Context: an optimization exercise on an open-source flow, tuned for small area, a short achievable clock period and few clock cycles per item. The choices shown serve that exercise and are no tape-out recipe. In this exercise RTL edits were held to simulation tests only and were not proved equivalent to the original. The clock input has no modelled driver; a real chip could not lean on it and would need a root buffer or a full tree. Power is estimated from default activity; no workload was simulated.

job 4630:
==> flow/design.v <==
`timescale 1ns / 1ps
module adder #(parameter J = 5)
             (input wire [7:0] A,
              input wire [6:1] T,
              output wire [J+1:0] S
             );
    wire [2:0] r = {T[4], (T[2] & ~T[4]) | T[6],
                    (T[1] & ~T[2]) | (T[3] & ~T[4]) | (T[5] & ~T[6])};
    assign S = A[J-1:0] + A[J:1] + r;
endmodule
`timescale 1ns / 1ps
`timescale 1ns / 1ps
module cbrt(input [7:0] a,
            output [6:1] t
            );
    assign t[1] = |a;                                               
    assign t[2] = |a[7:3];                                          
    assign t[3] = |a[7:5] | (a[4] & a[3] & (a[2] | (a[1] & a[0])));  
    assign t[4] = a[7] | a[6];                                      
    assign t[5] = a[7] | (&a[6:2] & (a[1] | a[0]));                 
    assign t[6] = a[7] & a[6] & (a[5] | (a[4] & a[3]));             
endmodule
`timescale 1ns / 1ps
module functions(input clk,
                 input rst,
                 input [7:0] a,
                 input [7:0] b,
                 input start,
                 output wire [9:0] out,
                 output wire busy
                );
    localparam J = 5;
    wire [6:1] t;
    cbrt root(.a(b), .t(t));
    wire [J+1:0] lo;
    adder #(.J(J)) sum(.A(a), .T(t), .S(lo));
    reg       a0_q;
    reg [J-1:0] lo_q;
    reg [1:0] c_q;
    reg [7:J] ahi_q;
    always @(posedge clk)
        if (rst) begin
            a0_q  <= 1'b0;
            lo_q  <= 0;
            c_q   <= 2'd0;
            ahi_q <= 0;
        end else if (start) begin
            a0_q  <= a[0];
            lo_q  <= lo[J-1:0];
            c_q   <= lo[J+1:J];
            ahi_q <= a[7:J];
        end
    wire [8-J:0] hi = ahi_q + ahi_q[7:J+1] + c_q;
    assign out  = {hi, lo_q, a0_q};
    assign busy = 1'b0;
endmodule
clock: 5.5 ns
lec_check: 0
cap_margin: 20
core_area: 4 4 66 66
die_area: 0 0 70 70
setup_slack_margin: 3.3
slew_margin: 20
tns_end_percent: 30
standard.sh (not shown) runs the stock make flow with config.mk's settings and CLKGATE_MAP_FILE= SYNTH_SCRIPT=/design/flow/synth_recipe.tcl, a recipe that flattens the netlist after the stock synthesis.
==> flow/flow/run.sh <==
#!/bin/bash
# The standard layout (standard.sh), with three changes:
#  - synthesis maps the logic with its own delay-driven ABC script
#    (flow/abc.script) and leaves adders to ABC instead of ORFS's
#    full/half-adder cells;
#  - the port buffers are the smallest buffer instead of the resizer's
#    default pick (a slow delay buffer);
#  - the clock tree is one buffer (flow/post_cts.tcl).
set -euo pipefail
here=$(pwd)
cat flow/abc_wrap.tcl synth_recipe.tcl > own_synth.tcl
export MY_ABC_SCRIPT=$here/flow/abc.script
export MY_ABC_D=1000
bash standard.sh SYNTH_SCRIPT=$here/own_synth.tcl ADDER_MAP_FILE= \
  BUFFER_PORTS_ARGS="-buffer_cell sky130_fd_sc_hd__buf_1" \
  CTS_ARGS="-sink_clustering_enable -repair_clock_nets -dont_use_dummy_load -buf_list sky130_fd_sc_hd__clkbuf_4 -root_buf sky130_fd_sc_hd__clkbuf_4" \
  POST_CTS_TCL=$here/flow/post_cts.tcl \
  finish > orfs_flow.log 2>&1
==> flow/flow/abc.script <==
strash
dch
map -D 1000
topo
stime -c
buffer -c
upsize -c -D 1000
dnsize -c -D 1000
==> flow/flow/abc_wrap.tcl <==
# Runs Yosys's abc with this flow's own ABC script (flow/abc.script) and
# delay target in place of ORFS's; everything else in the synthesis is
# the standard script, which this file is put in front of.
proc abc {args} {
  set i [lsearch -exact $args -script]
  if {$i >= 0} { set args [lreplace $args $i [expr {$i + 1}] -script $::env(MY_ABC_SCRIPT)] }
  set i [lsearch -exact $args -D]
  if {$i >= 0} { set args [lreplace $args $i [expr {$i + 1}]] }
  lappend args -D $::env(MY_ABC_D)
  puts "abc (own script): $args"
  yosys abc {*}$args
}
Other scripts of this flow, unchanged in this note and not shown: flow/flow/post_cts.tcl
Job 4630: no failed stages, no open violations at the end
Testbench counts of job 4630, summed over its fixed seeds: cycles 800, items 800.
What job 7025 does differently from job 4630 at the input level:
Settings: PLACE_DENSITY newly set to 0.35; TNS_END_PERCENT changed from 30 to 10; SETUP_SLACK_MARGIN changed from 3.3 to 3.2.
--- outcome ---
Every stage of the flow completed for job 7025, and the final layout passed the timing, design-rule and antenna checks.
Against job 4630, job 7025 reports a shortest clock period the worst path allows after layout that is higher.
Job 7025 vs job 4630 — met2 wirelength from detailed routing rose 24%.
Share of total power in the clock network: job 7025 vs job 4630 down 0.4 points
On static leakage power, job 7025 tracks job 4630 almost exactly.
Edits applied to the flow inputs when going from job 7025 to job 7652:
Settings: PLACE_DENSITY removed (was 0.35).
diff --git a/flow/flow/run.sh b/flow/flow/run.sh
--- a/flow/flow/run.sh
+++ b/flow/flow/run.sh
@@ -11,5 +11,5 @@
 cat flow/abc_wrap.tcl synth_recipe.tcl > own_synth.tcl
 export MY_ABC_SCRIPT=$here/flow/abc.script
-export MY_ABC_D=1000
+export MY_ABC_D=900
 bash standard.sh SYNTH_SCRIPT=$here/own_synth.tcl ADDER_MAP_FILE= \
   BUFFER_PORTS_ARGS="-buffer_cell sky130_fd_sc_hd__buf_1" \
==> flow/flow/abc.script <==
strash
dch
map -D 900
topo
stime -c
buffer -c
upsize -c -D 900
dnsize -c -D 900
--- outcome ---
In the tables for job 7652 and job 7025, average via count per standard cell reads lower with job 7025.
Final cell count without fillers went up by a few percent going from job 7025 to job 7652.
The fraction of area in registers reported for job 7652 is smaller than that of job 7025 by 1.3 points.
Lower total buffers and inverters traversed by the critical path was reported by job 7652, not job 7025.
The inputs of job 5837 differ from those of job 7652 as listed below.
Settings: clearing SETUP_SLACK_MARGIN, which used to be 3.2; clearing TNS_END_PERCENT, which used to be 10.
diff --git a/flow/flow/run.sh b/flow/flow/run.sh
--- a/flow/flow/run.sh
+++ b/flow/flow/run.sh
@@ -11,5 +11,5 @@
 cat flow/abc_wrap.tcl synth_recipe.tcl > own_synth.tcl
 export MY_ABC_SCRIPT=$here/flow/abc.script
-export MY_ABC_D=900
+export MY_ABC_D=1500
 bash standard.sh SYNTH_SCRIPT=$here/own_synth.tcl ADDER_MAP_FILE= \
   BUFFER_PORTS_ARGS="-buffer_cell sky130_fd_sc_hd__buf_1" \
==> flow/flow/abc.script <==
strash
dch
map -D 1500
topo
stime -c
buffer -c
upsize -c -D 1500
dnsize -c -D 1500
Notes after the runs:
- Job 7652 → job 5837: routed wire length went down 24%; summed instance area of the synthesized netlist now smaller; fraction of synthesized cell area in xor and xnor cells has increased; multi-input combinational cell area went down; maximum vdd drop went up 0.000013 V.
- The type of the setup path with the least slack comes out input pin to register in one run and register to primary output in the other, namely in job 5837 and job 7652 respectively.
- Setup slack of the worst register-to-register path (job 5837 over job 7652): decrease, 0.02 ns
- Compared with job 7652, job 5837 has less setup slack.
- When job 5837 is measured against job 7652, its final area turns out about 14% lower.
Input changes introduced in job 4311 (baseline for comparison: job 5837):
Settings: SETUP_SLACK_MARGIN newly set to 3.4; TNS_END_PERCENT newly set to 10.
diff --git a/flow/flow/run.sh b/flow/flow/run.sh
--- a/flow/flow/run.sh
+++ b/flow/flow/run.sh
@@ -11,5 +11,5 @@
 cat flow/abc_wrap.tcl synth_recipe.tcl > own_synth.tcl
 export MY_ABC_SCRIPT=$here/flow/abc.script
-export MY_ABC_D=1500
+export MY_ABC_D=1000
 bash standard.sh SYNTH_SCRIPT=$here/own_synth.tcl ADDER_MAP_FILE= \
   BUFFER_PORTS_ARGS="-buffer_cell sky130_fd_sc_hd__buf_1" \
==> flow/flow/abc.script <==
strash
dch
map -D 1000
topo
stime -c
buffer -c
upsize -c -D 1000
dnsize -c -D 1000
Findings:
Summary of job 4311 over job 5837: worst setup slack after layout higher; wire length of the first global-routing pass higher; reg-to-reg setup timing slack roughly the same. Simple-gate share of the synthesized area for job 4311: 11 points up relative to job 5837. Job 4311 — clock period minus final worst setup slack 0.31 ns lower, job 5837 as reference. Looking at netlist area before placement across both flows, job 4311 is the weaker of the two, with job 5837 ahead. Against job 5837, HPWL after detailed placement in job 4311 came out worse.
Here is what was changed in the inputs of job 1312 compared with job 4311.
Settings: SETUP_SLACK_MARGIN now 3.2, was 3.4; DIE_AREA now 0 0 62 62, was 0 0 70 70; CORE_AREA now 2 2 60 60, was 4 4 66 66.
Results
- Job 1312 finished end to end and its layout was clean on timing, DRC and antenna.
- There was hardly any difference in switching power between job 1312 and job 4311.
- STATUS minimum setup slack after placement: job 1312 loses against job 4311
- Part of the power in the clock network up 0.6 points in job 1312 wrt job 4311

separate check: timing with driven ports:
The results above use ideal ports. As a check the final layouts listed here were re-extracted and re-timed, cells and wires unchanged.
Step 1, drivers: a clkbuf_16 drives clk and a buf_2 each remaining input, both assumed.
Step 2 times the ports against the registers' clock, not the clock port: input delays grow and output delays shrink by t, the midpoint of the rising clock arrivals with the driver on.
a / b / c = no drivers / after step 1 / after step 2; a / b = the first two.
run	t, ns	setup slack, ns	slew at the worst register clock pin (ns)	worst slew at a driven data input, ns
job 4630	0.189	3.097 / 3.077 / 3.002	0.11 / 0.11	0.03
job 7025	0.189	3.050 / 3.028 / 2.963	0.11 / 0.11	0.03
job 7652	0.195	3.056 / 3.035 / 2.991	0.12 / 0.12	0.03
job 5837	0.188	2.802 / 2.802 / 2.615	0.11 / 0.11	0.03
job 4311	0.180	3.109 / 3.092 / 3.001	0.11 / 0.10	0.03
job 1312	0.185	3.113 / 3.094 / 2.972	0.11 / 0.11	0.03
After both steps every run listed still meets setup and hold. The setup slack of job 5837, which loses most, moves by 0.000 ns with the drivers and by -0.187 ns with both steps.
